What follows belongs to an exercise in optimizing a design on an open flow for small area and a short achievable clock period; a production flow would make more cautious choices.
Function was not checked in any run shown here: the RTL went through the layout flow alone.
Power and IR drop assume default switching activity.

==> flow/design.v, too long to show whole: its modules and the start of the top module <==
// module bxor: 3 lines
// module bmaj: 3 lines
// module bpp: 3 lines
// module bppn: 3 lines
// module bao: 3 lines
// module band: 3 lines
// module pipelined_boothe_multiplier: 4654 lines
module pipelined_boothe_multiplier #(
    parameter WIDTH = 32
) (
    input clk,
    input reset,
    input en,
    input [WIDTH - 1: 0] md,
    input [WIDTH - 1: 0] mr,
    output [(2 * WIDTH) - 1: 0] s_result
);
  // ...
==> flow/run.sh <==
#!/bin/bash
# synth_recipe.tcl (not shown) runs the flow's synth.tcl, then flattens the netlist and writes it again
# the make line also repeats each setting of config.mk as NAME=value (left out here)
make -C /OpenROAD-flow-scripts/flow DESIGN_CONFIG=/design/flow/config.mk WORK_HOME=/design/flow/orfs CLKGATE_MAP_FILE= SYNTH_SCRIPT=/design/flow/synth_recipe.tcl finish
==> flow/config.mk <==
export PLATFORM = sky130hd
export DESIGN_NAME = pipelined_boothe_multiplier
export DESIGN_NICKNAME = pipelined_boothe_multiplier
export VERILOG_FILES = /design/flow/design.v
export SDC_FILE = /design/flow/constraint.sdc
export NUM_CORES = 4
export LEC_CHECK = 0
export CAP_MARGIN = 20
export CORE_MARGIN = 2
export CORE_UTILIZATION = 60
export PLACE_DENSITY = 0.7
export SETUP_SLACK_MARGIN = 2.9
export SLEW_MARGIN = 20
export SYNTH_HIERARCHICAL = 1
export SYNTH_MINIMUM_KEEP_SIZE = 0
==> flow/constraint.sdc <==
create_clock -name core_clock -period 5.0 [get_ports {clk}]
set_input_delay 1.0000 -clock core_clock [delete_from_list [all_inputs] [get_ports {clk}]]
set_output_delay 1.0000 -clock core_clock [all_outputs]
set_load 0.01 [all_outputs]
==> impl_metrics.ini, run 1 <==
[timing]
rsz0062_at_grt = yes
relSlewSlack_pct = 50.3
fmax_mhz = 423
worst_slew_pin_slew_ns = 0.743

[routing]
first_pass_iters = 5
vias = 38400
wl_met1_um = 53600
vias_per_cell = 4.89

[synthesis]
synth_xor_area_share_pct = 18.6
synth-simple-area-share_pct = 2.65
synth_cell_types = 43
synth-seq-cells = 2371
synth_area_um2 = 76900
muxShareOfSynthArea_pct = 0.0260

[finish]
design_area_um2 = 89700
final.fill_count = 8677
diodes = 0
drive_gt1_share_pct = 29.0
clockBufferCount = 293
layout_common_cells = 2146 x dfxtp_1, 1065 x xor2_1, 494 x xnor2_1, 431 x maj3_2, 262 x and2_1
layout_commonest_cell = dfxtp_1

[setup_path]
ff2ff_setup_slack_ns = 2.63
slowest_delay_ns = 0.33
critPathMaxFanout = 3
crit_chain = xor2_2, and2_1, a21o_1, a21o_4, a21o_4, a21o_4, a21o_1, a21o_1, a21o_1, xor2_1

[min_path]
hold-path-cell-count = 0
min_path_type = flip-flop to flip-flop

[power]
clockPowerShare_pct = 24.4
seqPwrFrac_pct = 46.0
pg_clk_mw = 16.4
swShare_pct = 29.6

[clocking]
cts_buffers = 211
holdBufCountCts = 0

[die]
tapCellCount = 1662

[outcome]
outcome = complete, no violations

[placement]
globalplace.congestion = 0.802
==> run 2, diff against run 1 <==
--- a/flow/design.v
+++ b/flow/design.v
@@ -4413,235 +4413,351 @@
   bao uq2342 (.a(g2301), .b(x2302), .c(g2299), .y(q2342));
   wire q2343;
   band uq2343 (.a(x2302), .b(x2300), .y(q2343));
   wire q2344;
   bao uq2344 (.a(g2305), .b(x2306), .c(g2303), .y(q2344));
   wire q2345;
   band uq2345 (.a(x2306), .b(x2304), .y(q2345));
   wire q2346;
-  bao uq2346 (.a(q2308), .b(q2309), .c(q2307), .y(q2346));
+  bao uq2346 (.a(g2231), .b(x2232), .c(q2307), .y(q2346));
   wire q2347;
-  bao uq2347 (.a(q2312), .b(q2313), .c(q2310), .y(q2347));
+  bao uq2347 (.a(q2308), .b(q2309), .c(q2307), .y(q2347));
   wire q2348;
-  band uq2348 (.a(q2313), .b(q2311), .y(q2348));
+  bao uq2348 (.a(g2239), .b(x2240), .c(q2310), .y(q2348));
   wire q2349;
-  bao uq2349 (.a(q2316), .b(q2317), .c(q2314), .y(q2349));
+  band uq2349 (.a(x2240), .b(q2311), .y(q2349));
   wire q2350;
-  band uq2350 (.a(q2317), .b(q2315), .y(q2350));
+  bao uq2350 (.a(q2312), .b(q2313), .c(q2310), .y(q2350));
   wire q2351;
-  bao uq2351 (.a(q2320), .b(q2321), .c(q2318), .y(q2351));
+  band uq2351 (.a(q2313), .b(q2311), .y(q2351));
   wire q2352;
-  band uq2352 (.a(q2321), .b(q2319), .y(q2352));
+  bao uq2352 (.a(g2247), .b(x2248), .c(q2314), .y(q2352));
   wire q2353;
-  bao uq2353 (.a(q2324), .b(q2325), .c(q2322), .y(q2353));
+  band uq2353 (.a(x2248), .b(q2315), .y(q2353));
   wire q2354;
-  band uq2354 (.a(q2325), .b(q2323), .y(q2354));
+  bao uq2354 (.a(q2316), .b(q2317), .c(q2314), .y(q2354));
   wire q2355;
-  bao uq2355 (.a(q2328), .b(q2329), .c(q2326), .y(q2355));
+  band uq2355 (.a(q2317), .b(q2315), .y(q2355));
   wire q2356;
-  band uq2356 (.a(q2329), .b(q2327), .y(q2356));
+  bao uq2356 (.a(g2255), .b(x2256), .c(q2318), .y(q2356));
   wire q2357;
-  bao uq2357 (.a(q2332), .b(q2333), .c(q2330), .y(q2357));
+  band uq2357 (.a(x2256), .b(q2319), .y(q2357));
   wire q2358;
-  band uq2358 (.a(q2333), .b(q2331), .y(q2358));
+  bao uq2358 (.a(q2320), .b(q2321), .c(q2318), .y(q2358));
   wire q2359;
-  bao uq2359 (.a(q2336), .b(q2337), .c(q2334), .y(q2359));
+  band uq2359 (.a(q2321), .b(q2319), .y(q2359));
   wire q2360;
-  band uq2360 (.a(q2337), .b(q2335), .y(q2360));
+  bao uq2360 (.a(g2263), .b(x2264), .c(q2322), .y(q2360));
   wire q2361;
-  bao uq2361 (.a(q2340), .b(q2341), .c(q2338), .y(q2361));
+  band uq2361 (.a(x2264), .b(q2323), .y(q2361));
   wire q2362;
-  band uq2362 (.a(q2341), .b(q2339), .y(q2362));
+  bao uq2362 (.a(q2324), .b(q2325), .c(q2322), .y(q2362));
   wire q2363;
-  bao uq2363 (.a(q2344), .b(q2345), .c(q2342), .y(q2363));
+  band uq2363 (.a(q2325), .b(q2323), .y(q2363));
   wire q2364;
-  band uq2364 (.a(q2345), .b(q2343), .y(q2364));
+  bao uq2364 (.a(g2271), .b(x2272), .c(q2326), .y(q2364));
   wire q2365;
-  bao uq2365 (.a(q2347), .b(q2348), .c(q2346), .y(q2365));
+  band uq2365 (.a(x2272), .b(q2327), .y(q2365));
   wire q2366;
-  bao uq2366 (.a(q2351), .b(q2352), .c(q2349), .y(q2366));
+  bao uq2366 (.a(q2328), .b(q2329), .c(q2326), .y(q2366));
   wire q2367;
-  band uq2367 (.a(q2352), .b(q2350), .y(q2367));
+  band uq2367 (.a(q2329), .b(q2327), .y(q2367));
   wire q2368;
-  bao uq2368 (.a(q2355), .b(q2356), .c(q2353), .y(q2368));
+  bao uq2368 (.a(g2279), .b(x2280), .c(q2330), .y(q2368));
   wire q2369;
-  band uq2369 (.a(q2356), .b(q2354), .y(q2369));
+  band uq2369 (.a(x2280), .b(q2331), .y(q2369));
   wire q2370;
-  bao uq2370 (.a(q2359), .b(q2360), .c(q2357), .y(q2370));
+  bao uq2370 (.a(q2332), .b(q2333), .c(q2330), .y(q2370));
   wire q2371;
-  band uq2371 (.a(q2360), .b(q2358), .y(q2371));
+  band uq2371 (.a(q2333), .b(q2331), .y(q2371));
   wire q2372;
-  bao uq2372 (.a(q2363), .b(q2364), .c(q2361), .y(q2372));
+  bao uq2372 (.a(g2287), .b(x2288), .c(q2334), .y(q2372));
   wire q2373;
-  band uq2373 (.a(q2364), .b(q2362), .y(q2373));
+  band uq2373 (.a(x2288), .b(q2335), .y(q2373));
   wire q2374;
-  bao uq2374 (.a(q2366), .b(q2367), .c(q2365), .y(q2374));
+  bao uq2374 (.a(q2336), .b(q2337), .c(q2334), .y(q2374));
   wire q2375;
-  bao uq2375 (.a(q2370), .b(q2371), .c(q2368), .y(q2375));
+  band uq2375 (.a(q2337), .b(q2335), .y(q2375));
   wire q2376;
-  band uq2376 (.a(q2371), .b(q2369), .y(q2376));
+  bao uq2376 (.a(g2295), .b(x2296), .c(q2338), .y(q2376));
   wire q2377;
-  bao uq2377 (.a(q2375), .b(q2376), .c(q2374), .y(q2377));
+  band uq2377 (.a(x2296), .b(q2339), .y(q2377));
   wire q2378;
-  bao uq2378 (.a(q2368), .b(q2369), .c(q2374), .y(q2378));
+  bao uq2378 (.a(q2340), .b(q2341), .c(q2338), .y(q2378));
   wire q2379;
-  bao uq2379 (.a(q2372), .b(q2373), .c(q2377), .y(q2379));
+  band uq2379 (.a(q2341), .b(q2339), .y(q2379));
   wire q2380;
-  bao uq2380 (.a(q2349), .b(q2350), .c(q2365), .y(q2380));
+  bao uq2380 (.a(g2303), .b(x2304), .c(q2342), .y(q2380));
   wire q2381;
-  bao uq2381 (.a(q2353), .b(q2354), .c(q2374), .y(q2381));
+  band uq2381 (.a(x2304), .b(q2343), .y(q2381));
   wire q2382;
-  bao uq2382 (.a(q2357), .b(q2358), .c(q2378), .y(q2382));
+  bao uq2382 (.a(q2344), .b(q2345), .c(q2342), .y(q2382));
   wire q2383;
-  bao uq2383 (.a(q2361), .b(q2362), .c(q2377), .y(q2383));
+  band uq2383 (.a(q2345), .b(q2343), .y(q2383));
   wire q2384;
-  bao uq2384 (.a(q2310), .b(q2311), .c(q2346), .y(q2384));
+  bao uq2384 (.a(g2235), .b(x2236), .c(q2347), .y(q2384));
   wire q2385;
-  bao uq2385 (.a(q2314), .b(q2315), .c(q2365), .y(q2385));
+  bao uq2385 (.a(q2310), .b(q2311), .c(q2347), .y(q2385));
   wire q2386;
-  bao uq2386 (.a(q2318), .b(q2319), .c(q2380), .y(q2386));
+  bao uq2386 (.a(q2348), .b(q2349), .c(q2347), .y(q2386));
   wire q2387;
-  bao uq2387 (.a(q2322), .b(q2323), .c(q2374), .y(q2387));
+  bao uq2387 (.a(q2350), .b(q2351), .c(q2347), .y(q2387));
   wire q2388;
-  bao uq2388 (.a(q2326), .b(q2327), .c(q2381), .y(q2388));
+  bao uq2388 (.a(g2251), .b(x2252), .c(q2354), .y(q2388));
   wire q2389;
-  bao uq2389 (.a(q2330), .b(q2331), .c(q2378), .y(q2389));
+  band uq2389 (.a(x2252), .b(q2355), .y(q2389));
   wire q2390;
-  bao uq2390 (.a(q2334), .b(q2335), .c(q2382), .y(q2390));
+  bao uq2390 (.a(q2318), .b(q2319), .c(q2354), .y(q2390));
   wire q2391;
-  bao uq2391 (.a(q2338), .b(q2339), .c(q2377), .y(q2391));
+  band uq2391 (.a(q2319), .b(q2355), .y(q2391));
   wire q2392;
-  bao uq2392 (.a(q2342), .b(q2343), .c(q2383), .y(q2392));
+  bao uq2392 (.a(q2356), .b(q2357), .c(q2354), .y(q2392));
   wire q2393;
-  bao uq2393 (.a(g2231), .b(x2232), .c(q2307), .y(q2393));
+  band uq2393 (.a(q2357), .b(q2355), .y(q2393));
   wire q2394;
-  bao uq2394 (.a(g2235), .b(x2236), .c(q2346), .y(q2394));
+  bao uq2394 (.a(q2358), .b(q2359), .c(q2354), .y(q2394));
   wire q2395;
-  bao uq2395 (.a(g2239), .b(x2240), .c(q2384), .y(q2395));
+  band uq2395 (.a(q2359), .b(q2355), .y(q2395));
   wire q2396;
-  bao uq2396 (.a(g2243), .b(x2244), .c(q2365), .y(q2396));
+  bao uq2396 (.a(g2267), .b(x2268), .c(q2362), .y(q2396));
   wire q2397;
-  bao uq2397 (.a(g2247), .b(x2248), .c(q2385), .y(q2397));
+  band uq2397 (.a(x2268), .b(q2363), .y(q2397));
   wire q2398;
-  bao uq2398 (.a(g2251), .b(x2252), .c(q2380), .y(q2398));
+  bao uq2398 (.a(q2326), .b(q2327), .c(q2362), .y(q2398));
   wire q2399;
-  bao uq2399 (.a(g2255), .b(x2256), .c(q2386), .y(q2399));
+  band uq2399 (.a(q2327), .b(q2363), .y(q2399));
   wire q2400;
-  bao uq2400 (.a(g2259), .b(x2260), .c(q2374), .y(q2400));
+  bao uq2400 (.a(q2364), .b(q2365), .c(q2362), .y(q2400));
   wire q2401;
-  bao uq2401 (.a(g2263), .b(x2264), .c(q2387), .y(q2401));
+  band uq2401 (.a(q2365), .b(q2363), .y(q2401));
   wire q2402;
-  bao uq2402 (.a(g2267), .b(x2268), .c(q2381), .y(q2402));
+  bao uq2402 (.a(q2366), .b(q2367), .c(q2362), .y(q2402));
   wire q2403;
-  bao uq2403 (.a(g2271), .b(x2272), .c(q2388), .y(q2403));
+  band uq2403 (.a(q2367), .b(q2363), .y(q2403));
   wire q2404;
-  bao uq2404 (.a(g2275), .b(x2276), .c(q2378), .y(q2404));
+  bao uq2404 (.a(g2283), .b(x2284), .c(q2370), .y(q2404));
   wire q2405;
-  bao uq2405 (.a(g2279), .b(x2280), .c(q2389), .y(q2405));
+  band uq2405 (.a(x2284), .b(q2371), .y(q2405));
   wire q2406;
-  bao uq2406 (.a(g2283), .b(x2284), .c(q2382), .y(q2406));
+  bao uq2406 (.a(q2334), .b(q2335), .c(q2370), .y(q2406));
   wire q2407;
-  bao uq2407 (.a(g2287), .b(x2288), .c(q2390), .y(q2407));
+  band uq2407 (.a(q2335), .b(q2371), .y(q2407));
   wire q2408;
-  bao uq2408 (.a(g2291), .b(x2292), .c(q2377), .y(q2408));
+  bao uq2408 (.a(q2372), .b(q2373), .c(q2370), .y(q2408));
   wire q2409;
-  bao uq2409 (.a(g2295), .b(x2296), .c(q2391), .y(q2409));
+  band uq2409 (.a(q2373), .b(q2371), .y(q2409));
   wire q2410;
-  bao uq2410 (.a(g2299), .b(x2300), .c(q2383), .y(q2410));
+  bao uq2410 (.a(q2374), .b(q2375), .c(q2370), .y(q2410));
   wire q2411;
-  bao uq2411 (.a(g2303), .b(x2304), .c(q2392), .y(q2411));
+  band uq2411 (.a(q2375), .b(q2371), .y(q2411));
   wire q2412;
-  band uq2412 (.a(s5[103]), .b(q2379), .y(q2412));
-  wire x2413;
-  bxor ux2413 (.a(x2230), .b(s5[24]), .y(x2413));
-  wire x2414;
-  bxor ux2414 (.a(x2232), .b(q2307), .y(x2414));
-  wire x2415;
-  bxor ux2415 (.a(x2234), .b(q2393), .y(x2415));
-  wire x2416;
-  bxor ux2416 (.a(x2236), .b(q2346), .y(x2416));
-  wire x2417;
-  bxor ux2417 (.a(x2238), .b(q2394), .y(x2417));
-  wire x2418;
-  bxor ux2418 (.a(x2240), .b(q2384), .y(x2418));
-  wire x2419;
-  bxor ux2419 (.a(x2242), .b(q2395), .y(x2419));
-  wire x2420;
-  bxor ux2420 (.a(x2244), .b(q2365), .y(x2420));
-  wire x2421;
-  bxor ux2421 (.a(x2246), .b(q2396), .y(x2421));
-  wire x2422;
-  bxor ux2422 (.a(x2248), .b(q2385), .y(x2422));
-  wire x2423;
-  bxor ux2423 (.a(x2250), .b(q2397), .y(x2423));
-  wire x2424;
-  bxor ux2424 (.a(x2252), .b(q2380), .y(x2424));
-  wire x2425;
-  bxor ux2425 (.a(x2254), .b(q2398), .y(x2425));
-  wire x2426;
-  bxor ux2426 (.a(x2256), .b(q2386), .y(x2426));
-  wire x2427;
-  bxor ux2427 (.a(x2258), .b(q2399), .y(x2427));
-  wire x2428;
-  bxor ux2428 (.a(x2260), .b(q2374), .y(x2428));
-  wire x2429;
-  bxor ux2429 (.a(x2262), .b(q2400), .y(x2429));
-  wire x2430;
-  bxor ux2430 (.a(x2264), .b(q2387), .y(x2430));
-  wire x2431;
-  bxor ux2431 (.a(x2266), .b(q2401), .y(x2431));
-  wire x2432;
-  bxor ux2432 (.a(x2268), .b(q2381), .y(x2432));
-  wire x2433;
-  bxor ux2433 (.a(x2270), .b(q2402), .y(x2433));
-  wire x2434;
-  bxor ux2434 (.a(x2272), .b(q2388), .y(x2434));
-  wire x2435;
-  bxor ux2435 (.a(x2274), .b(q2403), .y(x2435));
-  wire x2436;
-  bxor ux2436 (.a(x2276), .b(q2378), .y(x2436));
-  wire x2437;
-  bxor ux2437 (.a(x2278), .b(q2404), .y(x2437));
-  wire x2438;
-  bxor ux2438 (.a(x2280), .b(q2389), .y(x2438));
-  wire x2439;
-  bxor ux2439 (.a(x2282), .b(q2405), .y(x2439));
-  wire x2440;
-  bxor ux2440 (.a(x2284), .b(q2382), .y(x2440));
-  wire x2441;
-  bxor ux2441 (.a(x2286), .b(q2406), .y(x2441));
-  wire x2442;
-  bxor ux2442 (.a(x2288), .b(q2390), .y(x2442));
-  wire x2443;
-  bxor ux2443 (.a(x2290), .b(q2407), .y(x2443));
-  wire x2444;
-  bxor ux2444 (.a(x2292), .b(q2377), .y(x2444));
-  wire x2445;
-  bxor ux2445 (.a(x2294), .b(q2408), .y(x2445));
-  wire x2446;
-  bxor ux2446 (.a(x2296), .b(q2391), .y(x2446));
-  wire x2447;
-  bxor ux2447 (.a(x2298), .b(q2409), .y(x2447));
-  wire x2448;
-  bxor ux2448 (.a(x2300), .b(q2383), .y(x2448));
-  wire x2449;
-  bxor ux2449 (.a(x2302), .b(q2410), .y(x2449));
-  wire x2450;
-  bxor ux2450 (.a(x2304), .b(q2392), .y(x2450));
-  wire x2451;
-  bxor ux2451 (.a(x2306), .b(q2411), .y(x2451));
-  wire x2452;
-  bxor ux2452 (.a(s5[103]), .b(q2379), .y(x2452));
+  bao uq2412 (.a(g2299), .b(x2300), .c(q2378), .y(q2412));
+  wire q2413;
+  band uq2413 (.a(x2300), .b(q2379), .y(q2413));
+  wire q2414;
+  bao uq2414 (.a(q2342), .b(q2343), .c(q2378), .y(q2414));
+  wire q2415;
+  band uq2415 (.a(q2343), .b(q2379), .y(q2415));
+  wire q2416;
+  bao uq2416 (.a(q2380), .b(q2381), .c(q2378), .y(q2416));
+  wire q2417;
+  band uq2417 (.a(q2381), .b(q2379), .y(q2417));
+  wire q2418;
+  bao uq2418 (.a(q2382), .b(q2383), .c(q2378), .y(q2418));
+  wire q2419;
+  band uq2419 (.a(q2383), .b(q2379), .y(q2419));
+  wire q2420;
+  bao uq2420 (.a(g2243), .b(x2244), .c(q2387), .y(q2420));
+  wire q2421;
+  bao uq2421 (.a(q2314), .b(q2315), .c(q2387), .y(q2421));
+  wire q2422;
+  bao uq2422 (.a(q2352), .b(q2353), .c(q2387), .y(q2422));
+  wire q2423;
+  bao uq2423 (.a(q2354), .b(q2355), .c(q2387), .y(q2423));
+  wire q2424;
+  bao uq2424 (.a(q2388), .b(q2389), .c(q2387), .y(q2424));
+  wire q2425;
+  bao uq2425 (.a(q2390), .b(q2391), .c(q2387), .y(q2425));
+  wire q2426;
+  bao uq2426 (.a(q2392), .b(q2393), .c(q2387), .y(q2426));
+  wire q2427;
+  bao uq2427 (.a(q2394), .b(q2395), .c(q2387), .y(q2427));
+  wire q2428;
+  bao uq2428 (.a(g2275), .b(x2276), .c(q2402), .y(q2428));
+  wire q2429;
+  band uq2429 (.a(x2276), .b(q2403), .y(q2429));
+  wire q2430;
+  bao uq2430 (.a(q2330), .b(q2331), .c(q2402), .y(q2430));
+  wire q2431;
+  band uq2431 (.a(q2331), .b(q2403), .y(q2431));
+  wire q2432;
+  bao uq2432 (.a(q2368), .b(q2369), .c(q2402), .y(q2432));
+  wire q2433;
+  band uq2433 (.a(q2369), .b(q2403), .y(q2433));
+  wire q2434;
+  bao uq2434 (.a(q2370), .b(q2371), .c(q2402), .y(q2434));
+  wire q2435;
+  band uq2435 (.a(q2371), .b(q2403), .y(q2435));
+  wire q2436;
+  bao uq2436 (.a(q2404), .b(q2405), .c(q2402), .y(q2436));
+  wire q2437;
+  band uq2437 (.a(q2405), .b(q2403), .y(q2437));
+  wire q2438;
+  bao uq2438 (.a(q2406), .b(q2407), .c(q2402), .y(q2438));
+  wire q2439;
+  band uq2439 (.a(q2407), .b(q2403), .y(q2439));
+  wire q2440;
+  bao uq2440 (.a(q2408), .b(q2409), .c(q2402), .y(q2440));
+  wire q2441;
+  band uq2441 (.a(q2409), .b(q2403), .y(q2441));
+  wire q2442;
+  bao uq2442 (.a(q2410), .b(q2411), .c(q2402), .y(q2442));
+  wire q2443;
+  band uq2443 (.a(q2411), .b(q2403), .y(q2443));
+  wire q2444;
+  band uq2444 (.a(s5[103]), .b(q2418), .y(q2444));
+  wire q2445;
+  band uq2445 (.a(s5[103]), .b(q2419), .y(q2445));
+  wire q2446;
+  bao uq2446 (.a(g2259), .b(x2260), .c(q2427), .y(q2446));
+  wire q2447;
+  bao uq2447 (.a(q2322), .b(q2323), .c(q2427), .y(q2447));
+  wire q2448;
+  bao uq2448 (.a(q2360), .b(q2361), .c(q2427), .y(q2448));
+  wire q2449;
+  bao uq2449 (.a(q2362), .b(q2363), .c(q2427), .y(q2449));
+  wire q2450;
+  bao uq2450 (.a(q2396), .b(q2397), .c(q2427), .y(q2450));
+  wire q2451;
+  bao uq2451 (.a(q2398), .b(q2399), .c(q2427), .y(q2451));
+  wire q2452;
+  bao uq2452 (.a(q2400), .b(q2401), .c(q2427), .y(q2452));
+  wire q2453;
+  bao uq2453 (.a(q2402), .b(q2403), .c(q2427), .y(q2453));
+  wire q2454;
+  bao uq2454 (.a(q2428), .b(q2429), .c(q2427), .y(q2454));
+  wire q2455;
+  bao uq2455 (.a(q2430), .b(q2431), .c(q2427), .y(q2455));
+  wire q2456;
+  bao uq2456 (.a(q2432), .b(q2433), .c(q2427), .y(q2456));
+  wire q2457;
+  bao uq2457 (.a(q2434), .b(q2435), .c(q2427), .y(q2457));
+  wire q2458;
+  bao uq2458 (.a(q2436), .b(q2437), .c(q2427), .y(q2458));
+  wire q2459;
+  bao uq2459 (.a(q2438), .b(q2439), .c(q2427), .y(q2459));
+  wire q2460;
+  bao uq2460 (.a(q2440), .b(q2441), .c(q2427), .y(q2460));
+  wire q2461;
+  bao uq2461 (.a(q2442), .b(q2443), .c(q2427), .y(q2461));
+  wire q2462;
+  bao uq2462 (.a(g2291), .b(x2292), .c(q2461), .y(q2462));
+  wire q2463;
+  bao uq2463 (.a(q2338), .b(q2339), .c(q2461), .y(q2463));
+  wire q2464;
+  bao uq2464 (.a(q2376), .b(q2377), .c(q2461), .y(q2464));
+  wire q2465;
+  bao uq2465 (.a(q2378), .b(q2379), .c(q2461), .y(q2465));
+  wire q2466;
+  bao uq2466 (.a(q2412), .b(q2413), .c(q2461), .y(q2466));
+  wire q2467;
+  bao uq2467 (.a(q2414), .b(q2415), .c(q2461), .y(q2467));
+  wire q2468;
+  bao uq2468 (.a(q2416), .b(q2417), .c(q2461), .y(q2468));
+  wire q2469;
+  bao uq2469 (.a(q2418), .b(q2419), .c(q2461), .y(q2469));
+  wire q2470;
+  bao uq2470 (.a(q2444), .b(q2445), .c(q2461), .y(q2470));
+  wire x2471;
+  bxor ux2471 (.a(x2230), .b(s5[24]), .y(x2471));
+  wire x2472;
+  bxor ux2472 (.a(x2232), .b(q2307), .y(x2472));
+  wire x2473;
+  bxor ux2473 (.a(x2234), .b(q2346), .y(x2473));
+  wire x2474;
+  bxor ux2474 (.a(x2236), .b(q2347), .y(x2474));
+  wire x2475;
+  bxor ux2475 (.a(x2238), .b(q2384), .y(x2475));
+  wire x2476;
+  bxor ux2476 (.a(x2240), .b(q2385), .y(x2476));
+  wire x2477;
+  bxor ux2477 (.a(x2242), .b(q2386), .y(x2477));
+  wire x2478;
+  bxor ux2478 (.a(x2244), .b(q2387), .y(x2478));
+  wire x2479;
+  bxor ux2479 (.a(x2246), .b(q2420), .y(x2479));
+  wire x2480;
+  bxor ux2480 (.a(x2248), .b(q2421), .y(x2480));
+  wire x2481;
+  bxor ux2481 (.a(x2250), .b(q2422), .y(x2481));
+  wire x2482;
+  bxor ux2482 (.a(x2252), .b(q2423), .y(x2482));
+  wire x2483;
+  bxor ux2483 (.a(x2254), .b(q2424), .y(x2483));
+  wire x2484;
+  bxor ux2484 (.a(x2256), .b(q2425), .y(x2484));
+  wire x2485;
+  bxor ux2485 (.a(x2258), .b(q2426), .y(x2485));
+  wire x2486;
+  bxor ux2486 (.a(x2260), .b(q2427), .y(x2486));
+  wire x2487;
+  bxor ux2487 (.a(x2262), .b(q2446), .y(x2487));
+  wire x2488;
+  bxor ux2488 (.a(x2264), .b(q2447), .y(x2488));
+  wire x2489;
+  bxor ux2489 (.a(x2266), .b(q2448), .y(x2489));
+  wire x2490;
+  bxor ux2490 (.a(x2268), .b(q2449), .y(x2490));
+  wire x2491;
+  bxor ux2491 (.a(x2270), .b(q2450), .y(x2491));
+  wire x2492;
+  bxor ux2492 (.a(x2272), .b(q2451), .y(x2492));
+  wire x2493;
+  bxor ux2493 (.a(x2274), .b(q2452), .y(x2493));
+  wire x2494;
+  bxor ux2494 (.a(x2276), .b(q2453), .y(x2494));
+  wire x2495;
+  bxor ux2495 (.a(x2278), .b(q2454), .y(x2495));
+  wire x2496;
+  bxor ux2496 (.a(x2280), .b(q2455), .y(x2496));
+  wire x2497;
+  bxor ux2497 (.a(x2282), .b(q2456), .y(x2497));
+  wire x2498;
+  bxor ux2498 (.a(x2284), .b(q2457), .y(x2498));
+  wire x2499;
+  bxor ux2499 (.a(x2286), .b(q2458), .y(x2499));
+  wire x2500;
+  bxor ux2500 (.a(x2288), .b(q2459), .y(x2500));
+  wire x2501;
+  bxor ux2501 (.a(x2290), .b(q2460), .y(x2501));
+  wire x2502;
+  bxor ux2502 (.a(x2292), .b(q2461), .y(x2502));
+  wire x2503;
+  bxor ux2503 (.a(x2294), .b(q2462), .y(x2503));
+  wire x2504;
+  bxor ux2504 (.a(x2296), .b(q2463), .y(x2504));
+  wire x2505;
+  bxor ux2505 (.a(x2298), .b(q2464), .y(x2505));
+  wire x2506;
+  bxor ux2506 (.a(x2300), .b(q2465), .y(x2506));
+  wire x2507;
+  bxor ux2507 (.a(x2302), .b(q2466), .y(x2507));
+  wire x2508;
+  bxor ux2508 (.a(x2304), .b(q2467), .y(x2508));
+  wire x2509;
+  bxor ux2509 (.a(x2306), .b(q2468), .y(x2509));
+  wire x2510;
+  bxor ux2510 (.a(s5[103]), .b(q2469), .y(x2510));
   always @(posedge clk) s1 <= {mr[31], mr[30], mr[29], mr[28], mr[27], mr[26], mr[25], mr[24], mr[23], mr[22], mr[21], mr[20], mr[19], mr[18], mr[17], mr[16], mr[15], mr[14], mr[13], mr[12], mr[11], mr[10], mr[9], mr[8], mr[7], bnegn40, btwon39, bonen38, bneg37, btwo36, bone35, bnegn34, btwon33, bonen32, bneg31, btwo30, bone29, bnegn28, btwon27, bonen26, bneg25, btwo24, bone23, bnegn22, btwon21, bonen20, bneg19, btwo18, bone17, md[16], md[15], md[14], md[13], md[12], md[11], md[10], md[9], md[8], md[7], md[6], md[5], md[4], md[3], md[2], md[1], md[0], mdn16, mdn15, mdn14, mdn13, mdn12, mdn11, mdn10, mdn9, mdn8, mdn7, mdn6, mdn5, mdn4, mdn3, mdn2, mdn1};
   always @(posedge clk) s2 <= {s1[81], s1[80], s1[79], s1[78], s1[77], s1[76], s1[75], s1[74], s1[73], s1[72], s1[71], s1[70], s1[69], s1[68], s1[67], s1[66], s1[65], bnegn452, btwon451, bonen450, bneg449, btwo448, bone447, bnegn446, btwon445, bonen444, bneg443, btwo442, bone441, bnegn440, btwon439, bonen438, bneg437, btwo436, bone435, bnegn434, btwon433, bonen432, bneg431, btwo430, bone429, s1[15], s1[14], s1[13], s1[12], s1[11], s1[10], s1[9], s1[8], s1[7], s1[6], s1[5], s1[4], s1[3], s1[2], s1[1], s1[0], s1[32], s1[31], s1[30], s1[29], s1[28], s1[27], s1[26], s1[25], s1[24], s1[23], s1[22], s1[21], s1[20], s1[19], s1[18], s1[17], s1[16], pi176, q174, q427, hn428, x426, q424, q421, x423, x420, q418, x417, q415, x414, q412, x411, q409, x408, q406, x405, q403, x402, q400, x399, q397, x396, q394, x393, q391, x390, q388, x387, q385, x384, q382, x381, q379, x378, q376, x375, q373, x372, q370, x369, q367, x366, q364, x363, q361, x360, q358, x357, q355, x354, q352, x351, q349, x348, q346, x345, q343, x342, q340, x339, q337, x336, q334, x333, q331, x330, hc328, x327, hc326, x325, pp75, q42, pp41, s1[35]};
   always @(posedge clk) s3 <= {s2[150], s2[149], s2[148], s2[147], s2[146], s2[145], s2[144], s2[143], s2[142], bnegn1052, btwon1051, bonen1050, bneg1049, btwo1048, bone1047, bnegn1046, btwon1045, bonen1044, bneg1043, btwo1042, bone1041, bnegn1040, btwon1039, bonen1038, bneg1037, btwo1036, bone1035, bnegn1034, btwon1033, bonen1032, bneg1031, btwo1030, bone1029, s2[109], s2[108], s2[107], s2[106], s2[105], s2[104], s2[103], s2[102], s2[101], s2[100], s2[99], s2[98], s2[97], s2[96], s2[95], s2[94], s2[93], s2[92], s2[91], s2[90], s2[89], s2[88], s2[87], s2[86], s2[85], s2[84], s2[83], s2[82], s2[81], s2[80], s2[79], s2[78], s2[77], pi588, q586, q1027, hn1028, x1026, q1024, q1021, x1023, x1020, q1018, x1017, q1015, x1014, q1012, x1011, q1009, x1008, q1006, x1005, q1003, x1002, q1000, x999, q997, x996, q994, x993, q991, x990, q988, x987, q985, x984, q982, x981, q979, x978, q976, x975, q973, x972, q970, x969, q967, x966, q964, x963, q961, x960, q958, x957, q955, x954, q952, x951, q949, x948, q946, x945, q943, x942, q940, x939, q937, x936, q934, x933, q931, x930, q928, x927, q925, x924, q922, x921, hc919, x918, pp453, ra589[8], ra589[7], ra589[6], ra589[5], ra589[4], ra589[3], ra589[2], ra589[1], ra589[0]};
   always @(posedge clk) s4 <= {s3[152], bnegn1652, btwon1651, bonen1650, bneg1649, btwo1648, bone1647, bnegn1646, btwon1645, bonen1644, bneg1643, btwo1642, bone1641, bnegn1640, btwon1639, bonen1638, bneg1637, btwo1636, bone1635, bnegn1634, btwon1633, bonen1632, bneg1631, btwo1630, bone1629, s3[119], s3[118], s3[117], s3[116], s3[115], s3[114], s3[113], s3[112], s3[111], s3[110], s3[109], s3[108], s3[107], s3[106], s3[105], s3[104], s3[103], s3[102], s3[101], s3[100], s3[99], s3[98], s3[97], s3[96], s3[95], s3[94], s3[93], s3[92], s3[91], s3[90], s3[89], s3[88], s3[87], pi1188, q1186, q1627, hn1628, x1626, q1624, q1621, x1623, x1620, q1618, x1617, q1615, x1614, q1612, x1611, q1609, x1608, q1606, x1605, q1603, x1602, q1600, x1599, q1597, x1596, q1594, x1593, q1591, x1590, q1588, x1587, q1585, x1584, q1582, x1581, q1579, x1578, q1576, x1575, q1573, x1572, q1570, x1569, q1567, x1566, q1564, x1563, q1561, x1560, q1558, x1557, q1555, x1554, q1552, x1551, q1549, x1548, q1546, x1545, q1543, x1542, q1540, x1539, q1537, x1536, q1534, x1533, q1531, x1530, q1528, x1527, q1525, x1524, q1522, x1521, hc1519, x1518, pp1053, ra1189[9], ra1189[8], ra1189[7], ra1189[6], ra1189[5], ra1189[4], ra1189[3], ra1189[2], ra1189[1], s3[7], s3[6], s3[5], s3[4], s3[3], s3[2], s3[1], s3[0]};
   always @(posedge clk) s5 <= {1'b1, pi1788, q1786, q2227, hn2228, x2226, q2224, q2221, x2223, x2220, q2218, x2217, q2215, x2214, q2212, x2211, q2209, x2208, q2206, x2205, q2203, x2202, q2200, x2199, q2197, x2196, q2194, x2193, q2191, x2190, q2188, x2187, q2185, x2184, q2182, x2181, q2179, x2178, q2176, x2175, q2173, x2172, q2170, x2169, q2167, x2166, q2164, x2163, q2161, x2160, q2158, x2157, q2155, x2154, q2152, x2151, q2149, x2148, q2146, x2145, q2143, x2142, q2140, x2139, q2137, x2136, q2134, x2133, q2131, x2130, q2128, x2127, q2125, x2124, q2122, x2121, hc2119, x2118, pp1653, ra1789[9], ra1789[8], ra1789[7], ra1789[6], ra1789[5], ra1789[4], ra1789[3], ra1789[2], ra1789[1], s4[15], s4[14], s4[13], s4[12], s4[11], s4[10], s4[9], s4[8], s4[7], s4[6], s4[5], s4[4], s4[3], s4[2], s4[1], s4[0]};
-  always @(posedge clk) s6 <= {x2452, x2451, x2450, x2449, x2448, x2447, x2446, x2445, x2444, x2443, x2442, x2441, x2440, x2439, x2438, x2437, x2436, x2435, x2434, x2433, x2432, x2431, x2430, x2429, x2428, x2427, x2426, x2425, x2424, x2423, x2422, x2421, x2420, x2419, x2418, x2417, x2416, x2415, x2414, x2413, s5[23], s5[22], s5[21], s5[20], s5[19], s5[18], s5[17], s5[16], s5[15], s5[14], s5[13], s5[12], s5[11], s5[10], s5[9], s5[8], s5[7], s5[6], s5[5], s5[4], s5[3], s5[2], s5[1], s5[0]};
+  always @(posedge clk) s6 <= {x2510, x2509, x2508, x2507, x2506, x2505, x2504, x2503, x2502, x2501, x2500, x2499, x2498, x2497, x2496, x2495, x2494, x2493, x2492, x2491, x2490, x2489, x2488, x2487, x2486, x2485, x2484, x2483, x2482, x2481, x2480, x2479, x2478, x2477, x2476, x2475, x2474, x2473, x2472, x2471, s5[23], s5[22], s5[21], s5[20], s5[19], s5[18], s5[17], s5[16], s5[15], s5[14], s5[13], s5[12], s5[11], s5[10], s5[9], s5[8], s5[7], s5[6], s5[5], s5[4], s5[3], s5[2], s5[1], s5[0]};
   always @(posedge clk) s7 <= {s6[63], s6[62], s6[61], s6[60], s6[59], s6[58], s6[57], s6[56], s6[55], s6[54], s6[53], s6[52], s6[51], s6[50], s6[49], s6[48], s6[47], s6[46], s6[45], s6[44], s6[43], s6[42], s6[41], s6[40], s6[39], s6[38], s6[37], s6[36], s6[35], s6[34], s6[33], s6[32], s6[31], s6[30], s6[29], s6[28], s6[27], s6[26], s6[25], s6[24], s6[23], s6[22], s6[21], s6[20], s6[19], s6[18], s6[17], s6[16], s6[15], s6[14], s6[13], s6[12], s6[11], s6[10], s6[9], s6[8], s6[7], s6[6], s6[5], s6[4], s6[3], s6[2], s6[1], s6[0]};
   always @(posedge clk) s8 <= {s7[63], s7[62], s7[61], s7[60], s7[59], s7[58], s7[57], s7[56], s7[55], s7[54], s7[53], s7[52], s7[51], s7[50], s7[49], s7[48], s7[47], s7[46], s7[45], s7[44], s7[43], s7[42], s7[41], s7[40], s7[39], s7[38], s7[37], s7[36], s7[35], s7[34], s7[33], s7[32], s7[31], s7[30], s7[29], s7[28], s7[27], s7[26], s7[25], s7[24], s7[23], s7[22], s7[21], s7[20], s7[19], s7[18], s7[17], s7[16], s7[15], s7[14], s7[13], s7[12], s7[11], s7[10], s7[9], s7[8], s7[7], s7[6], s7[5], s7[4], s7[3], s7[2], s7[1], s7[0]};
   always @(posedge clk) s9 <= {s8[63], s8[62], s8[61], s8[60], s8[59], s8[58], s8[57], s8[56], s8[55], s8[54], s8[53], s8[52], s8[51], s8[50], s8[49], s8[48], s8[47], s8[46], s8[45], s8[44], s8[43], s8[42], s8[41], s8[40], s8[39], s8[38], s8[37], s8[36], s8[35], s8[34], s8[33], s8[32], s8[31], s8[30], s8[29], s8[28], s8[27], s8[26], s8[25], s8[24], s8[23], s8[22], s8[21], s8[20], s8[19], s8[18], s8[17], s8[16], s8[15], s8[14], s8[13], s8[12], s8[11], s8[10], s8[9], s8[8], s8[7], s8[6], s8[5], s8[4], s8[3], s8[2], s8[1], s8[0]};
   always @(posedge clk) s10 <= {s9[63], s9[62], s9[61], s9[60], s9[59], s9[58], s9[57], s9[56], s9[55], s9[54], s9[53], s9[52], s9[51], s9[50], s9[49], s9[48], s9[47], s9[46], s9[45], s9[44], s9[43], s9[42], s9[41], s9[40], s9[39], s9[38], s9[37], s9[36], s9[35], s9[34], s9[33], s9[32], s9[31], s9[30], s9[29], s9[28], s9[27], s9[26], s9[25], s9[24], s9[23], s9[22], s9[21], s9[20], s9[19], s9[18], s9[17], s9[16], s9[15], s9[14], s9[13], s9[12], s9[11], s9[10], s9[9], s9[8], s9[7], s9[6], s9[5], s9[4], s9[3], s9[2], s9[1], s9[0]};
   always @(posedge clk) s11 <= {s10[63], s10[62], s10[61], s10[60], s10[59], s10[58], s10[57], s10[56], s10[55], s10[54], s10[53], s10[52], s10[51], s10[50], s10[49], s10[48], s10[47], s10[46], s10[45], s10[44], s10[43], s10[42], s10[41], s10[40], s10[39], s10[38], s10[37], s10[36], s10[35], s10[34], s10[33], s10[32], s10[31], s10[30], s10[29], s10[28], s10[27], s10[26], s10[25], s10[24], s10[23], s10[22], s10[21], s10[20], s10[19], s10[18], s10[17], s10[16], s10[15], s10[14], s10[13], s10[12], s10[11], s10[10], s10[9], s10[8], s10[7], s10[6], s10[5], s10[4], s10[3], s10[2], s10[1], s10[0]};
   always @(posedge clk) s12 <= {s11[63], s11[62], s11[61], s11[60], s11[59], s11[58], s11[57], s11[56], s11[55], s11[54], s11[53], s11[52], s11[51], s11[50], s11[49], s11[48], s11[47], s11[46], s11[45], s11[44], s11[43], s11[42], s11[41], s11[40], s11[39], s11[38], s11[37], s11[36], s11[35], s11[34], s11[33], s11[32], s11[31], s11[30], s11[29], s11[28], s11[27], s11[26], s11[25], s11[24], s11[23], s11[22], s11[21], s11[20], s11[19], s11[18], s11[17], s11[16], s11[15], s11[14], s11[13], s11[12], s11[11], s11[10], s11[9], s11[8], s11[7], s11[6], s11[5], s11[4], s11[3], s11[2], s11[1], s11[0]};
   always @(posedge clk) s13 <= {s12[63], s12[62], s12[61], s12[60], s12[59], s12[58], s12[57], s12[56], s12[55], s12[54], s12[53], s12[52], s12[51], s12[50], s12[49], s12[48], s12[47], s12[46], s12[45], s12[44], s12[43], s12[42], s12[41], s12[40], s12[39], s12[38], s12[37], s12[36], s12[35], s12[34], s12[33], s12[32], s12[31], s12[30], s12[29], s12[28], s12[27], s12[26], s12[25], s12[24], s12[23], s12[22], s12[21], s12[20], s12[19], s12[18], s12[17], s12[16], s12[15], s12[14], s12[13], s12[12], s12[11], s12[10], s12[9], s12[8], s12[7], s12[6], s12[5], s12[4], s12[3], s12[2], s12[1], s12[0]};
   always @(posedge clk) s14 <= {s13[63], s13[62], s13[61], s13[60], s13[59], s13[58], s13[57], s13[56], s13[55], s13[54], s13[53], s13[52], s13[51], s13[50], s13[49], s13[48], s13[47], s13[46], s13[45], s13[44], s13[43], s13[42], s13[41], s13[40], s13[39], s13[38], s13[37], s13[36], s13[35], s13[34], s13[33], s13[32], s13[31], s13[30], s13[29], s13[28], s13[27], s13[26], s13[25], s13[24], s13[23], s13[22], s13[21], s13[20], s13[19], s13[18], s13[17], s13[16], s13[15], s13[14], s13[13], s13[12], s13[11], s13[10], s13[9], s13[8], s13[7], s13[6], s13[5], s13[4], s13[3], s13[2], s13[1], s13[0]};
==> run 2 against run 1 <==
Against the previous run:
- global-route usage grew 1.1 points
- still clean on timing, DRC and antenna
- flip-flop and latch count is the same
- via count grew 1.8%
- die area grew 0.50%
- combinational power grew 3%
- non-clock buffer count grew 40
- worst setup slack gained 0.066 ns
- first-iteration DRC count grew 4.4%
- critical path type is now flip-flop to output port
- register-to-register slack gained 0.21 ns
- hold slack lost 0.010 ns
- clock skew grew 0.021 ns
==> impl_metrics.ini, run 2 <==
[setup_path]
cpLargestDelayFamily = flip-flops
crit_chain = buf_6
critPathKind = flip-flop to output port
path_buf_inv = 1
critical_path_required_ns = 4.00
ff2ff_setup_slack_ns = 2.84
crit_path_end_kind = output port
cp_slowest_cell = dfxtp_4
critPathMaxFanout = 1
critPathLaunchType = flip-flop
slowest_delay_ns = 0.36
worst_r2r_startpoint = s5[26]
cp.arrival_ns = 1.30
worstSetupStartpoint = s32[36]

[finish]
area.sequential_um2 = 48000
drive_gt1_share_pct = 29.0
multi_input_area_um2 = 29800
area_growth_pct = 17.0
diodes = 0
final.fill_count = 8653
layout_common_cells = 2130 x dfxtp_1, 1068 x xor2_1, 518 x xnor2_1, 431 x maj3_2, 285 x and2_1
design_area_um2 = 90400
final_cells = 7941
reg.largest.list = s3 (152), s4 (152), s2 (150)
nets = 6205
layout_commonest_cell = dfxtp_1
final_util_pct = 70.8

[clocking]
holdBufCountCts = 0
cts.sinks = 2371
h-tree-depth = 4
cts_buffers = 206
cts-root-buf = clkbuf_16
clkTransAtPathRegs_ns = 0.07
clk_latency_ns = 0.82
cts_tree = built
clock_path_buffers = 3

[outcome]
outcome = complete, no violations

[global_routing]
grt_usage_pct = 19.7
gr-total-overflow = 0
grt_pass1_vias = 39800
grt_pass1_wl_um = 210000
grt_max_degree = 42
antenna_found_initial = 3

[synthesis]
synth.most_common_cell = dfxtp_1
yosysTopAreaCell = dfxtp_1
synth_commonest_cells = 2371 x dfxtp_1, 1096 x xor2_1, 540 x xnor2_1
synth_nets = 5712
synth_cell_types = 43
netlist_top_cells_area = dfxtp_1 61%, xor2_1 12%, maj3_2 6.3%, xnor2_1 6.1%, a22oi_2 4.1%
ys_warn_count = 7
synth_area_um2 = 77200
synth-seq-cells = 2371
synth_top_area_share_pct = 61.5
ys_seq_area_share_pct = 61.5
synth_area_per_cell_um2 = 13.8
ys_async_sr_fraction_pct = 0
synth_ff_type = dfxtp_1
synth_edf_count = 0
synthCells = 5617

[power]
leakage_nw = 37.0
ir_worst_vdd_mv = 0.373
power_density_nw_per_um2 = 754
total_power_mw = 68.1

[routing]
vias = 39100
drc = 0
wirelength_um = 131000
first_pass_iters = 5
first_iter_violations = 1326
drtAntennaViolNets = 0
vias_per_cell = 4.92
wl_per_cell_um = 16.4

[die]
fp.dieH_um = 363
std_cell_rows = 131
io_pins = 131
die_width_um = 363
dieArea_um2 = 132000
start_util_pct = 60.5
core_region_area_um2 = 128000

[placement]
globalplace.congestion = 0.779
dpl.hpwl_um = 81700
port_buffers = 129
pre_cts_slack_ns = 2.40
placed_area_um2 = 80700
dp_cells = 7403

[timing]
worst_slew_pin_slew_ns = 0.637
fmax_mhz = 435
relSlewSlack_pct = 57.6
finalMaxSlewViolations = 0
timing.setup.tns_ns = 0
fin_crit_sh_pct = 46.0
setup_viol = 0
setup_ws_ns = 2.70
finClkSkew_ns = 0.0689
layout_min_cycle_time_ns = 2.30
hold_viol = 0
rsz0062_at_grt = yes
holdWs_ns = 0.283

[min_path]
min_from = s12[57]
min_path_type = flip-flop to flip-flop

[run]
maxCapViolCount = 0
-- run 2: final timing paths --
check,end,depth (start not counted)
setup / recovery,s_result[36],1
hold / removal,s13[57],0
setup reg to reg,s6[62],8
hold reg to reg,s13[57],0
-- run 2: area by class of cell --
cell class,instances,area share (%)
tap,1662,2.30
clock inverter,80,1.41
inverter,102,0.424
clock buffer,297,6.64
timing repair buffer,291,3.09
multi-input combinational,3138,33.0
sequential,2371,53.2
-- run 2: repair_timing --
action                                  4_1_cts  5_1_grt
endpoints found under the setup margin      313      323
resized for setup                           486      153
setup buffers                                 9      150
cloned                                        1        1
pin swaps                                     8       26
-- run 2: worst register-to-register path, cell delays in order, from the launching register on --
cell     delay (ns)
dfxtp_2        0.33
xor2_2         0.17
a21o_1         0.21
a21o_4         0.22
a21o_4         0.24
a21o_4         0.25
a21o_4         0.25
a21o_1         0.19
xor2_2         0.19
-- run 2: per-layer routing --
| metal | track usage (%) | vias to the layer above | routed length, um |
|---|---|---|---|
| met4 | 6.26 | 0 | 2950 |
| li1 | - | 19800 | - |
| met2 | 35.0 | 474 | 66800 |
| met3 | 2.98 | 197 | 3440 |
| met5 | 0 | - | 0 |
| met1 | 24.3 | 18600 | 57400 |
-- run 2: power breakdown --
part           internal (mW)  total, mW  switching, mW
Sequential              28.0       31.2           3.20
Combinational           9.97       20.5           10.6
Clock                   9.56       16.4           6.83
-- run 2: per-module statistics from Yosys, one instance, submodules excluded --
module | times used | area, um2 | flops+latches
bmaj | 431 | 11.3 | 0
bxor | 1071 | 8.76 | 0
pipelined_boothe_multiplier | 1 | 51000 | 2371
bpp | 256 | 21.3 | 0
bao | 100 | 7.51 | 0
bppn | 256 | 21.3 | 0
band | 61 | 6.26 | 0
-- run 2: cell families (layout without fill, tap and decap cells) --
family | Yosys count | count (layout) | share of synthesized area, %
simple gates | 373 | 374 | 2.86
buf+inv | 110 | 770 | 0.551
fa+ha+maj | 459 | 459 | 6.76
mux | 2 | 2 | 0.0259
xor+xnor | 1636 | 1636 | 18.6
flops | 2371 | 2371 | 61.5
compound gates | 665 | 666 | 9.79
other cells | 1 | 1 | 0.00486
==> run 3, diff against run 2 <==
--- a/flow/config.mk
+++ b/flow/config.mk
@@ -8,8 +8,10 @@
 export CAP_MARGIN = 20
 export CORE_MARGIN = 2
 export CORE_UTILIZATION = 60
+export CTS_CLUSTER_DIAMETER = 100
+export CTS_CLUSTER_SIZE = 30
 export PLACE_DENSITY = 0.7
-export SETUP_SLACK_MARGIN = 2.9
+export SETUP_SLACK_MARGIN = 2.8
 export SLEW_MARGIN = 20
 export SYNTH_HIERARCHICAL = 1
 export SYNTH_MINIMUM_KEEP_SIZE = 0
==> run 3 against run 2 <==
Against the previous run:
- hold slack improved by 0.025 ns
- synthesized cell count unchanged
- clock skew decreased by 0.021 ns
- still clean
- core utilization decreased by 5.2 points
- critical path type is now flip-flop to flip-flop
==> impl_metrics.ini, run 3 <==
[synthesis]
synth_area_um2 = 77200
synth_commonest_cells = 2371 x dfxtp_1, 1096 x xor2_1, 540 x xnor2_1
synth.most_common_cell = dfxtp_1
synth_top_area_share_pct = 61.5
synth_nets = 5712
synth_cell_types = 43
synth_ff_type = dfxtp_1
netlist_top_cells_area = dfxtp_1 61%, xor2_1 12%, maj3_2 6.3%, xnor2_1 6.1%, a22oi_2 4.1%
synth_area_per_cell_um2 = 13.8
synthCells = 5617
ys_warn_count = 7
synth-seq-cells = 2371
ys_seq_area_share_pct = 61.5
yosysTopAreaCell = dfxtp_1
ys_async_sr_fraction_pct = 0
synth_edf_count = 0

[finish]
layout_common_cells = 2160 x dfxtp_1, 1089 x xor2_1, 540 x xnor2_1, 431 x maj3_2, 289 x and2_1
layout_commonest_cell = dfxtp_1
nets = 5942
final_cells = 7526
reg.largest.list = s3 (152), s4 (152), s2 (150)
final_util_pct = 65.6
diodes = 0
area_growth_pct = 8.38
drive_gt1_share_pct = 23.4

[setup_path]
crit_chain = xor2_2, a21o_1, a21o_4, a21o_4, a21o_1, buf_12, a21o_4, a21o_1, xor2_2
cp.arrival_ns = 2.94
critical_path_required_ns = 5.61
crit_path_end_kind = flip-flop
cp_slowest_cell = dfxtp_2
critPathMaxFanout = 7
ff2ff_setup_slack_ns = 2.67
slowest_delay_ns = 0.35
critPathLaunchType = flip-flop
critPathKind = flip-flop to flip-flop

[power]
clockPowerShare_pct = 14.7
switching_power_mw = 18.4
internal_power_mw = 41.0
seqPwrFrac_pct = 52.0
leakage_nw = 33.7
ir_worst_vdd_mv = 0.384
power_density_nw_per_um2 = 709
combPwrFrac_pct = 33.4
swShare_pct = 31.0

[placement]
dpl.hpwl_um = 81400
dp_cells = 7403
port_buffers = 129
globalplace.congestion = 0.794

[global_routing]
grt_max_degree = 47
grt_pass1_wl_um = 191000
gr-total-overflow = 0
grt_usage_pct = 17.7
grt_pass1_vias = 36900
antenna_found_initial = 0

[routing]
wirelength_um = 116000
vias = 37200
wl_per_cell_um = 15.5
first_iter_violations = 1566
vias_per_cell = 4.94
drtAntennaViolNets = 0
drc = 0
first_pass_iters = 4

[timing]
finalMaxSlewViolations = 0
worst_slew_pin_slew_ns = 1.03
timing.setup.tns_ns = 0
rsz0062_at_grt = yes
hold_viol = 0
setup_viol = 0
finClkSkew_ns = 0.0475
fin_crit_sh_pct = 46.7
relSlewSlack_pct = 31.2
fmax_mhz = 428
layout_min_cycle_time_ns = 2.33

[clocking]
clk_latency_ns = 0.74
cts.sinks = 2371
cts_tree = built
h-tree-depth = 3
clkTransAtPathRegs_ns = 0.10
cts-root-buf = clkbuf_16
cts_buffers = 91
clock_path_buffers = 3
holdBufCountCts = 0

[run]
maxCapViolCount = 0

[die]
core_region_area_um2 = 128000
std_cell_rows = 131
start_util_pct = 60.5
fp.dieH_um = 363
die_width_um = 363
dieArea_um2 = 132000
io_pins = 131

[outcome]
outcome = complete, no violations

[min_path]
min_path_type = flip-flop to flip-flop
[run 3: power groups by stage]
stage | registers [mW] | logic [mW] | clock network, mW
floorplan | 30.3 | 16.5 | 0
global placement | 31.1 | 19.4 | 0
detailed placement | 31.4 | 19.7 | 0
CTS | 31.1 | 20.1 | 9.07
global route | 31.8 | 22.1 | 9.69
finish | 30.9 | 19.8 | 8.70
[run 3: worst paths after layout]
kind | start | end | cells past startpoint
worst min-delay path | s10[31] | s11[31] | 0
worst max-delay path | s5[26] | s6[60] | 9
worst max register to register | s5[26] | s6[60] | 9
worst min register to register | s10[31] | s11[31] | 0
[run 3: per-stage QoR]
stage / instance area [um2] / power [mW] / worst slack, ns / hold WS [ns]
after floorplan: 77300 / 46.8 / 2.82 / 0.310
after global placement: 80600 / 50.5 / 2.20 / 0.309
after detailed placement: 80600 / 51.1 / 2.15 / 0.312
after CTS: 83400 / 60.2 / 2.61 / 0.311
after global routing: 83700 / 63.6 / 2.58 / 0.310
final: 83700 / 59.4 / 2.67 / 0.309
[run 3: layer usage]
layer  share of wire, %  vias up  track usage (%)
li1                   -    19100                -
met1                 47    17700             23.1
met2                 49      325             31.2
met3                2.3      130             2.39
met4                1.9        0             4.12
met5                  0        -                0
[run 3: final cells by class]
| class | count | area [um2] |
|---|---|---|
| repair buffers | 145 | 1320 |
| flip-flops and latches | 2371 | 47900 |
| multi-input cells | 3136 | 29500 |
| clock inverters | 19 | 289 |
| fillers | 9475 | 44000 |
| clock buffers | 91 | 2280 |
| inverters | 102 | 383 |
| well taps | 1662 | 2080 |
[run 3: what timing repair did]
item / in CTS / in global routing
setup buffers: 6 / 7
gates resized for setup: 456 / 119
endpoints found under the hold margin: 0 / 0
endpoints found under the setup margin: 316 / 358
pin swaps: 6 / 4
[run 3: worst max-delay path, delay by kind of cell (launching register included)]
kind                      cells  cell delay (ns)
AOI/OAI and AO/OA             6             1.30
buffers and inverters         1             0.14
xor gates and xnor gates      2             0.42
DFF                           1             0.35
[run 3: cell families after synthesis]
kind of cell             Yosys count  share of synthesized area, %
XOR/XNOR                        1636                          18.6
AND/OR/NAND/NOR                  373                          2.86
adder cells (fa/ha/maj)          459                          6.76
AO/OA/AOI/OAI                    665                          9.79
buffers and inverters            110                         0.551
other                              1                       0.00486
flip-flops                      2371                          61.5
multiplexers                       2                        0.0259
[run 3: per-module statistics from Yosys (local to each module, per instance)]
module / cells inside / area [um2]
band: 1 / 6.26
bao: 1 / 7.51
bmaj: 1 / 11.3
bpp: 2 / 21.3
bppn: 2 / 21.3
bxor: 1 / 8.76
pipelined_boothe_multiplier: 2930 / 51000
==> run 4, diff against run 3 <==
--- a/flow/config.mk
+++ b/flow/config.mk
@@ -8,8 +8,8 @@
 export CAP_MARGIN = 20
 export CORE_MARGIN = 2
 export CORE_UTILIZATION = 60
-export CTS_CLUSTER_DIAMETER = 100
-export CTS_CLUSTER_SIZE = 30
+export CTS_CLUSTER_DIAMETER = 50
+export CTS_CLUSTER_SIZE = 40
 export PLACE_DENSITY = 0.7
 export SETUP_SLACK_MARGIN = 2.8
 export SLEW_MARGIN = 20
==> run 4 against run 3 <==
Against the previous run:
- still clean
- clock power rose by 52%
- critical path depth decreased by 8
- die area is the same
- non-clock buffer count fell by 4
- worst setup slack improved by 0.023 ns
- combinational power about the same
- via count up 1.4%
- maximum frequency up 0.99%
- core utilization grew 2.2 points
- hold slack got worse by 0.038 ns
- critical path type is now flip-flop to output port
==> impl_metrics.ini, run 4 <==
[setup_path]
critPathLaunchType = flip-flop
cp_slowest_cell = dfxtp_4
slowest_delay_ns = 0.38
ff2ff_setup_slack_ns = 2.73
critPathMaxFanout = 1
cp.arrival_ns = 1.31
cpLargestDelayFamily = flip-flops
critical_path_required_ns = 4.00
critPathKind = flip-flop to output port
crit_path_end_kind = output port
path_buf_inv = 1
crit_chain = buf_6

[clocking]
cts_buffers = 142
holdBufCountCts = 0
cts-root-buf = clkbuf_16
clkTransAtPathRegs_ns = 0.12
cts_tree = built
h-tree-depth = 4
cts.sinks = 2371
clk_latency_ns = 0.79
clock_path_buffers = 3

[routing]
wl_per_cell_um = 15.6
first_iter_violations = 1566
vias = 37700
wirelength_um = 120000
drc = 0
vias_per_cell = 4.91
first_pass_iters = 4
drtAntennaViolNets = 0

[synthesis]
ys_async_sr_fraction_pct = 0
synth_cell_types = 43
yosysTopAreaCell = dfxtp_1
synth-seq-cells = 2371
netlist_top_cells_area = dfxtp_1 61%, xor2_1 12%, maj3_2 6.3%, xnor2_1 6.1%, a22oi_2 4.1%
synth_area_per_cell_um2 = 13.8
synth_commonest_cells = 2371 x dfxtp_1, 1096 x xor2_1, 540 x xnor2_1
synth.most_common_cell = dfxtp_1
synth_nets = 5712
ys_seq_area_share_pct = 61.5
synthCells = 5617
synth_top_area_share_pct = 61.5
synth_area_um2 = 77200
ys_warn_count = 7
synth_edf_count = 0
synth_ff_type = dfxtp_1

[timing]
layout_min_cycle_time_ns = 2.31
timing.setup.tns_ns = 0
hold_viol = 0
rsz0062_at_grt = yes
finClkSkew_ns = 0.0554
fmax_mhz = 433
worst_slew_pin_slew_ns = 1.07
fin_crit_sh_pct = 46.2
relSlewSlack_pct = 28.8
finalMaxSlewViolations = 0
setup_viol = 0

[finish]
final.fill_count = 9134
multi_input_area_um2 = 29500
area.sequential_um2 = 47900
area_growth_pct = 12.1
layout_commonest_cell = dfxtp_1
diodes = 0
layout_common_cells = 2160 x dfxtp_1, 1082 x xor2_1, 539 x xnor2_1, 431 x maj3_2, 289 x and2_1
nets = 5990
reg.largest.list = s3 (152), s4 (152), s2 (150)
final_cells = 7678
drive_gt1_share_pct = 25.4

[power]
switching_power_mw = 20.2
seqPwrFrac_pct = 48.4
clockPowerShare_pct = 20.6
ir_worst_vdd_mv = 0.430
internal_power_mw = 43.8
power_density_nw_per_um2 = 739
combPwrFrac_pct = 30.9
leakage_nw = 35.0
swShare_pct = 31.6

[die]
std_cell_rows = 131
fp.dieH_um = 363
core_region_area_um2 = 128000
die_width_um = 363
io_pins = 131
start_util_pct = 60.5
dieArea_um2 = 132000

[placement]
globalplace.congestion = 0.794
port_buffers = 129
dp_cells = 7403
dpl.hpwl_um = 81400

[global_routing]
antenna_found_initial = 0
grt_max_degree = 47
grt_pass1_vias = 37500
grt_pass1_wl_um = 196000
gr-total-overflow = 0
grt_usage_pct = 18.4

[run]
maxCapViolCount = 0

[min_path]
min_path_type = flip-flop to flip-flop

[outcome]
outcome = complete, no violations
run 4: cell counts after synthesis:
No cell type changed its count.
run 4: cells by family (layout without fill, tap and decap cells):
group           after synthesis  count (layout)  share of synthesized area, %
buf+inv                     110             508                         0.551
mux                           2               2                        0.0259
flops                      2371            2371                          61.5
compound gates              665             666                          9.79
fa+ha+maj                   459             459                          6.76
simple gates                373             373                          2.86
other cells                   1               1                       0.00486
xor+xnor                   1636            1636                          18.6
run 4: metal layers:
| layer | vias to the layer above | track usage (%) | share of wire [%] | wire (um) |
|---|---|---|---|---|
| met5 | - | 0 | 0 | 0 |
| met4 | 0 | 5.38 | 2.1 | 2530 |
| met3 | 177 | 2.84 | 2.7 | 3210 |
| met2 | 398 | 32.2 | 49 | 58700 |
| met1 | 17800 | 23.4 | 46 | 55500 |
| li1 | 19300 | - | - | - |
run 4: repair_timing:
action	in CTS	in global routing
cloned	1	0
setup buffers	8	1
resized for setup	452	131
setup endpoints to repair	326	353
pin swaps	9	10
run 4: final timing paths:
kind	start	endpoint	cells past startpoint
worst min register to register	s7[51]	s8[51]	0
worst max-delay path	s32[36]	s_result[36]	1
worst max register to register	s5[25]	s6[57]	10
worst min-delay path	s7[51]	s8[51]	0
run 4: cell type report:
type / instances / share of cell area [%]
inverter: 102 / 0.442
clock buffer: 156 / 4.30
multi-input combinational: 3137 / 34.1
clock inverter: 109 / 1.96
tap: 1662 / 2.40
timing repair buffer: 141 / 1.47
sequential: 2371 / 55.3
run 4: power by group through the flow:
stage	sequential [mW]	combinational [mW]	clock, mW
after detailed placement	31.4	19.7	0
after global placement	31.1	19.4	0
after floorplan	30.3	16.5	0
after CTS	31.2	20.0	13.6
after global routing	31.9	22.1	14.3
final	31.0	19.8	13.2
run 4: modules after synthesis (local to each module, per instance), a selection:
module,cells inside,times used,flip-flops and latches,area [um2]
bpp,2,256,0,21.3
bmaj,1,431,0,11.3
bppn,2,256,0,21.3
bao,1,100,0,7.51
pipelined_boothe_multiplier,2930,1,2371,51000
band,1,61,0,6.26
run 4: per-stage QoR:
| stage | cell area [um2] | hold WS, ns | power (mW) | setup slack [ns] | util (%) |
|---|---|---|---|---|---|
| finish | 86600 | 0.271 | 64.0 | 2.69 | 67.8 |
| global route | 86600 | 0.282 | 68.3 | 2.63 | 67.8 |
| CTS | 86200 | 0.270 | 64.8 | 2.62 | 67.5 |
| detailed placement | 80600 | 0.312 | 51.1 | 2.15 | 63.1 |
| global placement | 80600 | 0.309 | 50.5 | 2.20 | 63.1 |
| floorplan | 77300 | 0.310 | 46.8 | 2.82 | - |

==> separate check: timing with driven ports <==
How much do the figures lean on ideal ports? The routed layouts below were timed once more, with nothing changed but the port constraints.
Step 1: set_driving_cell puts a clkbuf_16 on clk and a buf_2 on each other input, an assumption about the parent block.
Step 2 also shifts input and output timing later by t, the mid clock arrival at the registers, as if the neighbouring blocks saw the same clock.
Slacks: no drivers / after step 1 / after step 2; pairs: no drivers / after step 1.
run | t (ns) | setup WS [ns] | worst setup path after step 2 | slew at the worst register clock pin (ns)
run 1 | 0.864 | 2.634 / 2.634 / 2.321 | input to register | 0.07 / 0.07
run 2 | 0.853 | 2.700 / 2.630 / 2.534 | input to register | 0.07 / 0.07
run 3 | 0.792 | 2.666 / 2.666 / 2.514 | input to register | 0.11 / 0.11
run 4 | 0.849 | 2.689 / 2.620 / 2.578 | input to register | 0.12 / 0.12
After both steps setup and hold are still met in every run listed. For run 1, which loses most, drivers alone change the setup slack by 0.000 ns; drivers and shift together by -0.313 ns.
